Source: an optimization exercise on an open RTL-to-GDS flow (aim: small area, a short achievable clock period and few clock cycles per item). Production flows keep margins and buffers that such runs may drop.
Only simulation tests tie the RTL to the original design; equivalence was not proved.
No activity file was given, so power comes from the tool's default toggle rates.

run A:
Design sa_top, start of the top module:
module sa_top (
    input  logic          clk_i,
    input  logic          rst_ni,
    input  logic          s_valid_i,
    input  logic          s_last_i,
    input  logic          m_ready_i,
    output logic          s_ready_o,
    output logic          m_valid_o,
    output logic          m_last_o,
    input  logic [ 15:0]  sx_data_i,
    input  logic [ 63:0]  sk_data_i,
    output logic [ 63:0]  m_data_o
);
  localparam int R  = 4;
  localparam int C  = 8;
  localparam int CW = 2;   
  localparam int NC = 16 / CW;
  logic adv_q;   
  wire  adv_n;
  logic [23:0] x0;   
  logic [63:0] w0;
  logic        v0, l0;
  logic [2:0]  cnt;   
  wire hold = l0 && (cnt != 3'd7);
  wire go0  = v0 && !hold;   
  logic rdy_q;   
  assign s_ready_o = rdy_q;
  logic [23:0] xenc;
  for (genvar r = 0; r < R; r++) begin : g_enc
    booth_enc u_enc (.x_i(sx_data_i[4*r +: 4]), .xe_o(xenc[6*r +: 6]));
  end
  always_ff @(posedge clk_i)
    if (s_ready_o || !v0) begin
      x0 <= xenc;
      w0 <= sk_data_i;
      l0 <= s_last_i;
    end
  always_ff @(posedge clk_i)
    if (!rst_ni) v0 <= 1'b0;
    else if (s_ready_o) v0 <= s_valid_i;
  logic [3:0] nbeat, kmod;
  always_ff @(posedge clk_i)
  ...
For scale: roughly 7100 cells after synthesis, roughly 150 I/O pins.
==> flow/config.mk <==
export PLATFORM = sky130hd
export DESIGN_NAME = sa_top
export DESIGN_NICKNAME = sa_top
export VERILOG_FILES = /design/flow/design.v
export SDC_FILE = /design/flow/constraint.sdc
export NUM_CORES = 4
export LEC_CHECK = 0
export CAP_MARGIN = 20
export CORE_MARGIN = 2
export CORE_UTILIZATION = 40
export CTS_BUF_LIST = sky130_fd_sc_hd__clkbuf_16
export CTS_CLUSTER_DIAMETER = 100
export CTS_CLUSTER_SIZE = 24
export PLACE_DENSITY = 0.6
export SETUP_SLACK_MARGIN = 1.52
export SLEW_MARGIN = 20
==> flow/constraint.sdc <==
create_clock -name core_clock -period 4.2 [get_ports {clk_i}]
set_input_delay 0.8400 -clock core_clock [delete_from_list [all_inputs] [get_ports {clk_i}]]
set_output_delay 0.8400 -clock core_clock [all_outputs]
set_load 0.01 [all_outputs]
run.sh (not shown) runs the stock make flow with config.mk's settings and CLKGATE_MAP_FILE= SYNTH_SCRIPT=/design/flow/synth_recipe.tcl, a recipe that flattens the netlist after the stock synthesis.
Run A closes out successfully: all stages finished, all timing, DRC and antenna checks passed.
Testbench counts of run A, summed over its fixed seeds: cycles 5,488, items 384.
## Diff of input files: run B against run A
- SETUP_SLACK_MARGIN: 1.52 -> 1.38
## What came out
Across both runs, leakage dissipation was lower for run B than for run A. On sequential cell power, run B tracks run A almost exactly. On part of the total power dissipated in the clock network: between run A and run B, it ends up higher for run A. The wire length of run B was superior to that of run A.
diff inputs: run B => run C
- CTS_CLUSTER_DIAMETER: 100 -> 90
- CTS_CLUSTER_SIZE: 24 -> 22
--- outcome ---
- Run C: done, clean on timing, DRC and antenna
- Between run B and run C, the difference in total routed wire length on the met1 layer is negligible.
- [run C] cell count rose 31 relative to run B
- The global routing met2 resource utilization of run C and that of run B are within noise of each other.
- Run B → run C: smallest setup slack after layout now smaller; design area moved up; initial antenna violation count down 1.
- Taking run B as the reference, in run C total power density per cell area increased 2.5%; DRC violation total after the first TritonRoute iteration decreased about 6%.
Inputs modified between run C and run D:
- CTS_CLUSTER_DIAMETER removed (was 90)
- CTS_CLUSTER_SIZE removed (was 22)
- CTS_BUF_LIST removed (was sky130_fd_sc_hd__clkbuf_16)
- SETUP_SLACK_MARGIN changed from 1.38 to 1.55
--- outcome ---
Compared with run C, run D shows a higher flop-to-flop setup slack.
Number of filler instances in the final layout (higher): run C
Against run C, clock network power in run D came out worse.
The remaining max-slew budget at the tightest pin in run D was higher than what run C gave.
Compared with run C, run D shows a lower shortest clock period the worst path allows after layout.
Between run D and run C, it is run D whose worst-case setup margin in the final layout is higher, by 80 ps.
For run E, these inputs were changed with respect to run D:
- CTS_CLUSTER_SIZE: unset -> 20
- SETUP_SLACK_MARGIN: 1.55 -> 1.3
- CTS_CLUSTER_DIAMETER: unset -> 80
- CTS_BUF_LIST: unset -> sky130_fd_sc_hd__clkbuf_16
==> results.txt <==
- Delta (run E minus run D): highest cell delay on the worst timing path lower, number of buffers created by CTS went down, layout filler cell count saw an increase, proportion of synthesized area in mux cells flat.
[inputs] run F vs run E
- removing CTS_BUF_LIST (formerly sky130_fd_sc_hd__clkbuf_16)
- removing CTS_CLUSTER_DIAMETER (formerly 80)
- removing CTS_CLUSTER_SIZE (formerly 20)
- changing SETUP_SLACK_MARGIN from 1.3 to 1.45
Findings:
Utilization run E -> run F: up
[diff] estimated wirelength of the detail-placed design, run F relative to run E: regression
Run E → run F: internal power contribution increased by 17% relative to the old numbers; cell area after layout increased by 4.8% relative to the old numbers.
From run E to run F the numbers moved as follows: global-route wire length before repair up 2.5%, buffer share of cell area went up.
Diff run E -> run F | largest voltage drop on the vdd net | increase of 34%
Measured against run F, the count of non-CTS buffers in the layout of run E comes out at 0.72 times the reference value.
Between run F and run E, the placed cell count does not differ in any meaningful way.
Per the comparison of run F with run E, number of CTS-inserted buffers rose 67%; power rose 14%.

* * *

sa_top again, from the RTL that the note above started with.
Design sa_top, start of the top module:
module sa_top (
    input  logic          clk_i,
    input  logic          rst_ni,
    input  logic          s_valid_i,
    input  logic          s_last_i,
    input  logic          m_ready_i,
    output logic          s_ready_o,
    output logic          m_valid_o,
    output logic          m_last_o,
    input  logic [ 15:0]  sx_data_i,
    input  logic [ 63:0]  sk_data_i,
    output logic [ 63:0]  m_data_o
);
make LEC_CHECK=0 CAP_MARGIN=20 CORE_MARGIN=2 CORE_UTILIZATION=40 CTS_BUF_LIST=sky130_fd_sc_hd__clkbuf_16 CTS_CLUSTER_DIAMETER=100 CTS_CLUSTER_SIZE=24 PLACE_DENSITY=0.6 SETUP_SLACK_MARGIN=1.46 SLEW_MARGIN=20 finish   # period 4.2 ns
Testbench counts at the start, summed over its fixed seeds: cycles 5,488, items 384.
Next try:
Settings changed: CTS_BUF_LIST sky130_fd_sc_hd__clkbuf_16 to not set, CTS_CLUSTER_DIAMETER 100 to not set, CTS_CLUSTER_SIZE 24 to not set, SETUP_SLACK_MARGIN 1.46 to 1.38.
Effect: Final area went up by 2.0%. Clock-buffer cell count went up by 147. Total power went up by about 16%. Wire length went down by 2.2%. Global-route usage went down by 0.22 points. Worst setup slack degrades by 0.052 ns. Fmax went down by 1.9%.
Next try:
Settings changed: CTS_BUF_LIST set to sky130_fd_sc_hd__clkbuf_16, CTS_CLUSTER_DIAMETER set to 100, CTS_CLUSTER_SIZE set to 24, SETUP_SLACK_MARGIN 1.38 to 1.42.
=> Register-to-register slack gains 0.04 ns. Total power decreases by 15%. Cell area came out lower by 3.2%. Count of clock-buffer cells in the layout went down by 151. Worst setup slack improves by 0.037 ns. Global-route usage decreases by 0.18 points. Sequential share of layout area went up by 1.3 points. Sequential power stays flat. Synthesized area stays the same.
Next try:
Settings changed: CTS_CLUSTER_DIAMETER 100 to 80, CTS_CLUSTER_SIZE 24 to 20, SETUP_SLACK_MARGIN 1.42 to 1.38.
Wire length fell by 0.57%.
Worst setup slack loses 0.038 ns.
Cell area rose by about 0.5%.
Die area stays the same.

* * *

The RTL this note starts from:
==> flow/design.v <==
module booth_enc (
    input  logic [3:0] x_i,
    output logic [5:0] xe_o
);
  assign xe_o[0] = x_i[1];
  assign xe_o[1] = x_i[0];
  assign xe_o[2] = x_i[1] & ~x_i[0];
  assign xe_o[3] = x_i[3];
  assign xe_o[4] = x_i[2] ^ x_i[1];
  assign xe_o[5] = (x_i[3] & ~x_i[2] & ~x_i[1]) | (~x_i[3] & x_i[2] & x_i[1]);
endmodule
module mac_cell #(
    parameter int CW = 4,                
    localparam int NC = 16 / CW          
) (
    input  logic              clk_i,
    input  logic              v_i,       
    input  logic              clr_i,     
    input  logic [5:0]        xe_i,      
    input  logic [7:0]        w_i,
    output logic [15:0]       acc_o,     
    output logic [NC-1:0]     cy_o       
);
  wire neg0 = xe_i[0];
  wire one0 = v_i & xe_i[1];
  wire two0 = v_i & xe_i[2];
  wire neg1 = xe_i[3];
  wire one1 = v_i & xe_i[4];
  wire two1 = v_i & xe_i[5];
  wire [8:0] ws = {w_i[7], w_i};
  wire [8:0] m0 = ({9{one0}} & ws) | ({9{two0}} & {w_i, 1'b0});
  wire [8:0] m1 = ({9{one1}} & ws) | ({9{two1}} & {w_i, 1'b0});
  wire [9:0] p0 = {m0[8], m0} ^ {10{neg0}};   
  wire [9:0] p1 = {m1[8], m1} ^ {10{neg1}};   
  wire [15:0] xa = {{6{p0[9]}}, p0};
  wire [15:0] ya = {{4{p1[9]}}, p1, 2'b00};
  logic [15:0]   acc_q;
  logic [NC-1:0] cy_q;
  wire  [15:0]   a  = clr_i ? 16'd0 : acc_q;
  wire  [NC-1:0] ci = clr_i ? '0 : cy_q;
  logic [15:0] s, c;
  always_comb begin
    s = '0;
    c = '0;
    s[0] = a[0]; c[0] = xa[0];
    s[1] = a[1]; c[1] = xa[1];
    c[2] = neg1;
    for (int i = 2; i < 16; i++) begin
      s[i] = a[i] ^ xa[i] ^ ya[i];
      if (i < 15) c[i+1] = (a[i] & xa[i]) | (a[i] & ya[i]) | (xa[i] & ya[i]);
    end
  end
  logic [15:0]   sum;
  logic [NC-1:0] co;
  always_comb begin
    for (int k = 0; k < NC; k++) begin
      logic cc;
      cc = (k == 0) ? neg0 : ci[k];
      for (int i = k * CW; i < (k + 1) * CW; i++) begin
        sum[i] = s[i] ^ c[i] ^ cc;
        cc     = (s[i] & c[i]) | (s[i] & cc) | (c[i] & cc);
      end
      co[k] = cc;
    end
  end
  always_ff @(posedge clk_i) begin
    acc_q <= sum;
    cy_q  <= {co[NC-2:0], 1'b0};
  end
  assign acc_o = acc_q;
  assign cy_o  = cy_q;
endmodule
module mac_resolve #(
    parameter int CW = 4,
    localparam int NC = 16 / CW
) (
    input  logic [15:0]   acc_i,
    input  logic [NC-1:0] cy_i,
    output logic [15:0]   y_o
);
  logic [15:0] cv;
  always_comb begin
    cv = '0;
    for (int k = 1; k < NC; k++) cv[k*CW] = cy_i[k];
  end
  assign y_o = acc_i + cv;
endmodule
module sa_top (
    input  logic          clk_i,
    input  logic          rst_ni,
    input  logic          s_valid_i,
    input  logic          s_last_i,
    input  logic          m_ready_i,
    output logic          s_ready_o,
    output logic          m_valid_o,
    output logic          m_last_o,
    input  logic [ 15:0]  sx_data_i,
    input  logic [ 63:0]  sk_data_i,
    output logic [ 63:0]  m_data_o
);
  localparam int R  = 4;
  localparam int C  = 8;
  localparam int CW = 2;   
  localparam int NC = 16 / CW;
  logic adv_q;   
  wire  adv_n;
  logic [23:0] x0;   
  logic [63:0] w0;
  logic        v0, l0;
  logic [2:0]  cnt;   
  wire hold = l0 && (cnt != 3'd7);
  wire go0  = v0 && !hold;   
  logic rdy_q;   
  assign s_ready_o = rdy_q;
  logic [23:0] xenc;
  for (genvar r = 0; r < R; r++) begin : g_enc
    booth_enc u_enc (.x_i(sx_data_i[4*r +: 4]), .xe_o(xenc[6*r +: 6]));
  end
  always_ff @(posedge clk_i)
    if (s_ready_o) begin
      x0 <= xenc;
      w0 <= sk_data_i;
      l0 <= s_last_i;
    end
  always_ff @(posedge clk_i)
    if (!rst_ni) v0 <= 1'b0;
    else if (s_ready_o) v0 <= s_valid_i;
  always_ff @(posedge clk_i)
    if (!rst_ni) cnt <= 3'd7;
    else if (adv_q) begin
      if (go0 && l0) cnt <= 3'd0;
      else if (cnt != 3'd7) cnt <= cnt + 3'd1;
    end
  logic [C-1:1] vs, ls;
  logic [23:0] xs [1:C-1];
  logic [7:0]  ws [1:C-1][1:C-1];   
  always_ff @(posedge clk_i)
    if (!rst_ni) vs <= '0;
    else if (adv_q) vs <= {vs[C-2:1], go0};
  always_ff @(posedge clk_i)
    if (adv_q) ls <= {ls[C-2:1], l0};
  for (genvar j = 1; j < C; j++) begin : g_stage
    always_ff @(posedge clk_i)
      if (adv_q) xs[j] <= (j == 1) ? x0 : xs[j-1];
    for (genvar c = j; c < C; c++) begin : g_w
      always_ff @(posedge clk_i)
        if (adv_q) ws[j][c] <= (j == 1) ? w0[8*c +: 8] : ws[j-1][c];
    end
  end
  logic [15:0]   acc [C][R];
  logic [NC-1:0] cy  [C][R];
  logic [C-1:0]  fc;   
  logic [C-1:0] act_q;
  wire       v0_n   = s_ready_o ? s_valid_i : v0;
  wire       l0_n   = s_ready_o ? s_last_i : l0;
  wire [2:0] cnt_n  = !adv_q ? cnt : (go0 && l0) ? 3'd0 : (cnt != 3'd7) ? cnt + 3'd1 : cnt;
  wire       hold_n = l0_n && (cnt_n != 3'd7);
  wire       go0_n  = v0_n && !hold_n;
  wire [C-1:1] vs_n = adv_q ? {vs[C-2:1], go0} : vs[C-1:1];
  wire [C-1:0] act_n = {C{adv_n}} & {vs_n, go0_n};
  logic [C-1:0] clr_q;
  always_ff @(posedge clk_i)
    if (!rst_ni) act_q <= '0;
    else act_q <= act_n;
  for (genvar c = 0; c < C; c++) begin : g_col
    wire        vc = act_q[c];
    wire        lc = (c == 0) ? l0 : ls[c];
    wire [23:0] xc = (c == 0) ? x0 : xs[c];
    wire [7:0]  wc = (c == 0) ? w0[7:0] : ws[c][c];
    always_ff @(posedge clk_i)
      if (!rst_ni) fc[c] <= 1'b1;
      else if (vc) fc[c] <= lc;
    wire fc_n = vc ? lc : fc[c];
    always_ff @(posedge clk_i)
      if (!rst_ni) clr_q[c] <= 1'b0;
      else clr_q[c] <= act_n[c] && fc_n;
    for (genvar r = 0; r < R; r++) begin : g_row
      mac_cell #(.CW(CW)) u_mac (
          .clk_i(clk_i),
          .v_i  (vc),
          .clr_i(clr_q[c]),
          .xe_i (xc[6*r +: 6]),
          .w_i  (wc),
          .acc_o(acc[c][r]),
          .cy_o (cy[c][r])
      );
    end
  end
  logic [C-1:0] sel;
  logic         push;
  wire [C-1:0] sel_n = adv_q ? ({vs[C-1:1], go0} & {ls[C-1:1], l0}) : sel;
  always_ff @(posedge clk_i)
    if (!rst_ni) begin
      sel  <= '0;
      push <= 1'b0;
    end else begin
      sel  <= sel_n;
      push <= adv_n && |sel_n;
    end
  logic [15:0]   macc [R];
  logic [NC-1:0] mcy  [R];
  always_comb begin
    for (int r = 0; r < R; r++) begin
      macc[r] = '0;
      mcy[r]  = '0;
      for (int c = 0; c < C; c++) begin
        macc[r] = macc[r] | ({16{sel[c]}} & acc[c][r]);
        mcy[r]  = mcy[r]  | ({NC{sel[c]}} & cy[c][r]);
      end
    end
  end
  logic          pv, pl;
  logic [15:0]   pacc [R];
  logic [NC-1:0] pcy  [R];
  logic [63:0]   pres;
  for (genvar r = 0; r < R; r++) begin : g_res
    mac_resolve #(.CW(CW)) u_res (.acc_i(pacc[r]), .cy_i(pcy[r]), .y_o(pres[16*r +: 16]));
  end
  always_ff @(posedge clk_i)
    if (push)
      for (int r = 0; r < R; r++) begin
        pacc[r] <= macc[r];
        pcy[r]  <= mcy[r];
      end
  always_ff @(posedge clk_i)
    if (push) pl <= sel[C-1];
  logic        hv, sv, hl, sl;
  logic [63:0] hd, sd;
  wire take  = !hv || m_ready_i;     
  wire pmove = pv && (take || !sv);  
  always_ff @(posedge clk_i)
    if (take) begin
      hd <= sv ? sd : pres;
      hl <= sv ? sl : pl;
    end
  always_ff @(posedge clk_i)
    if (pmove && !(take && !sv)) begin
      sd <= pres;
      sl <= pl;
    end
  wire pv_n = push || (pv && !pmove);
  wire hv_n = take ? (sv || pv) : hv;
  wire sv_n = take ? (sv && pv) : (sv || pv);
  always_ff @(posedge clk_i)
    if (!rst_ni) begin
      pv <= 1'b0;
      hv <= 1'b0;
      sv <= 1'b0;
    end else begin
      pv <= pv_n;
      hv <= hv_n;
      sv <= sv_n;
    end
  assign adv_n = !(pv_n && sv_n);
  always_ff @(posedge clk_i)
    if (!rst_ni) adv_q <= 1'b1;
    else adv_q <= adv_n;
  assign m_valid_o = hv;
  assign m_last_o  = hl;
  assign m_data_o  = hd;
  always_ff @(posedge clk_i)
    if (!rst_ni) rdy_q <= 1'b1;
    else rdy_q <= adv_n && !(v0_n && hold_n);
endmodule
==> flow/config.mk <==
export PLATFORM = sky130hd
export DESIGN_NAME = sa_top
export DESIGN_NICKNAME = sa_top
export VERILOG_FILES = /design/flow/design.v
export SDC_FILE = /design/flow/constraint.sdc
export NUM_CORES = 4
export LEC_CHECK = 0
export CAP_MARGIN = 20
export CORE_MARGIN = 2
export CORE_UTILIZATION = 35
export PLACE_DENSITY = 0.5
export SETUP_SLACK_MARGIN = 1.45
export SLEW_MARGIN = 20
==> flow/constraint.sdc <==
create_clock -name core_clock -period 4.2 [get_ports {clk_i}]
set_input_delay 0.8400 -clock core_clock [delete_from_list [all_inputs] [get_ports {clk_i}]]
set_output_delay 0.8400 -clock core_clock [all_outputs]
set_load 0.01 [all_outputs]
The first run completed without violations.
Testbench counts at the start, summed over its fixed seeds: cycles 5,488, items 384.
Change:
- CORE_UTILIZATION: 35 -> 40
- PLACE_DENSITY: 0.5 -> 0.6
The new run ran to the end with no violations.
Combinational power barely changes.
Wire length came out lower by 9.6%.
Global-route usage came out higher by 0.95 points.
Setup slack improves by 0.019 ns.
Flip-flop and latch count is unchanged.
Final area came out lower by 0.62%.
Synthesized area is unchanged.
Change:
- CTS_BUF_LIST: not set -> sky130_fd_sc_hd__clkbuf_8
- CTS_CLUSTER_DIAMETER: not set -> 50
- CTS_CLUSTER_SIZE: not set -> 12
After rerunning: Final cell count grows by 0.41%. Maximum frequency decreases by 3.3%. Via count is about the same. Global-route usage barely changes.
Change:
- CTS_CLUSTER_DIAMETER: 50 -> 60
- CTS_CLUSTER_SIZE: 12 -> 20
- The new run completed without violations
- non-clock buffer count went up by 9
- setup slack gets better by 0.056 ns
- global-route usage hardly moves
- utilization falls by 0.27 points
- count of clock-buffer cells in the layout goes down by 39
- power drops by about 2%
- area after synthesis does not change
Change:
- ABC_AREA: not set -> 1
- CTS_BUF_LIST: sky130_fd_sc_hd__clkbuf_8 -> not set
- CTS_CLUSTER_DIAMETER: 60 -> not set
- CTS_CLUSTER_SIZE: 20 -> not set
What happened:
- core utilization rises by 1.4 points
- wire length rises by 7.3%
- final area rises by 2.8%
- power rises by 10%
- global-route usage rises by 1.3 points
- synthesized cell count rises by 16%
- non-clock buffer count falls by 190

-- re-timing with driven ports --
Ports are ideal in the flow. The routed layouts listed here were re-timed in OpenROAD. Step 1, drivers: a clkbuf_16 drives clk_i and a buf_2 each remaining input, both assumed. Step 2, shift: input delay + t, output delay - t, t = (earliest + latest rising clock arrival at the registers) / 2. This alone moves slack from input paths to output paths. a / b / c = no drivers / after step 1 / after step 2; a / b = the first two.
run | shift t [ns] | setup WS [ns] | hold slack, ns
run A | 0.848 | 1.486 / 1.486 / 1.104 | 0.391 / 0.391 / 0.391
run B | 0.842 | 1.413 / 1.413 / 0.963 | 0.407 / 0.407 / 0.407
run C | 0.853 | 1.405 / 1.405 / 0.965 | 0.409 / 0.409 / 0.409
run D | 0.926 | 1.485 / 1.485 / 1.262 | 0.414 / 0.414 / 0.414
run E | 0.846 | 1.367 / 1.367 / 0.995 | 0.413 / 0.413 / 0.413
run F | 0.916 | 1.411 / 1.411 / 0.874 | 0.406 / 0.406 / 0.406
the first run of note 2 | 0.806 | 1.457 / 1.457 / 0.844 | 0.398 / 0.398 / 0.398
the second run of note 2 | 0.916 | 1.405 / 1.405 / 0.954 | 0.414 / 0.414 / 0.414
the third run of note 2 | 0.843 | 1.443 / 1.443 / 0.994 | 0.403 / 0.403 / 0.403
the fourth run of note 2 | 0.849 | 1.405 / 1.405 / 0.970 | 0.416 / 0.416 / 0.416
the first run of note 3 | 0.918 | 1.440 / 1.440 / 1.350 | 0.391 / 0.391 / 0.391
the second run of note 3 | 0.910 | 1.459 / 1.459 / 1.070 | 0.391 / 0.391 / 0.391
the third run of note 3 | 1.059 | 1.364 / 1.364 / 1.075 | 0.392 / 0.331 / 0.404
the fourth run of note 3 | 1.075 | 1.420 / 1.420 / 1.067 | 0.371 / 0.322 / 0.371
the fifth run of note 3 | 0.929 | 1.403 / 1.403 / 1.230 | 0.401 / 0.401 / 0.401
After both steps setup and hold are still met in every run listed. For the first run of note 2, which loses most, drivers alone change the setup slack by 0.000 ns; drivers and shift together by -0.613 ns.
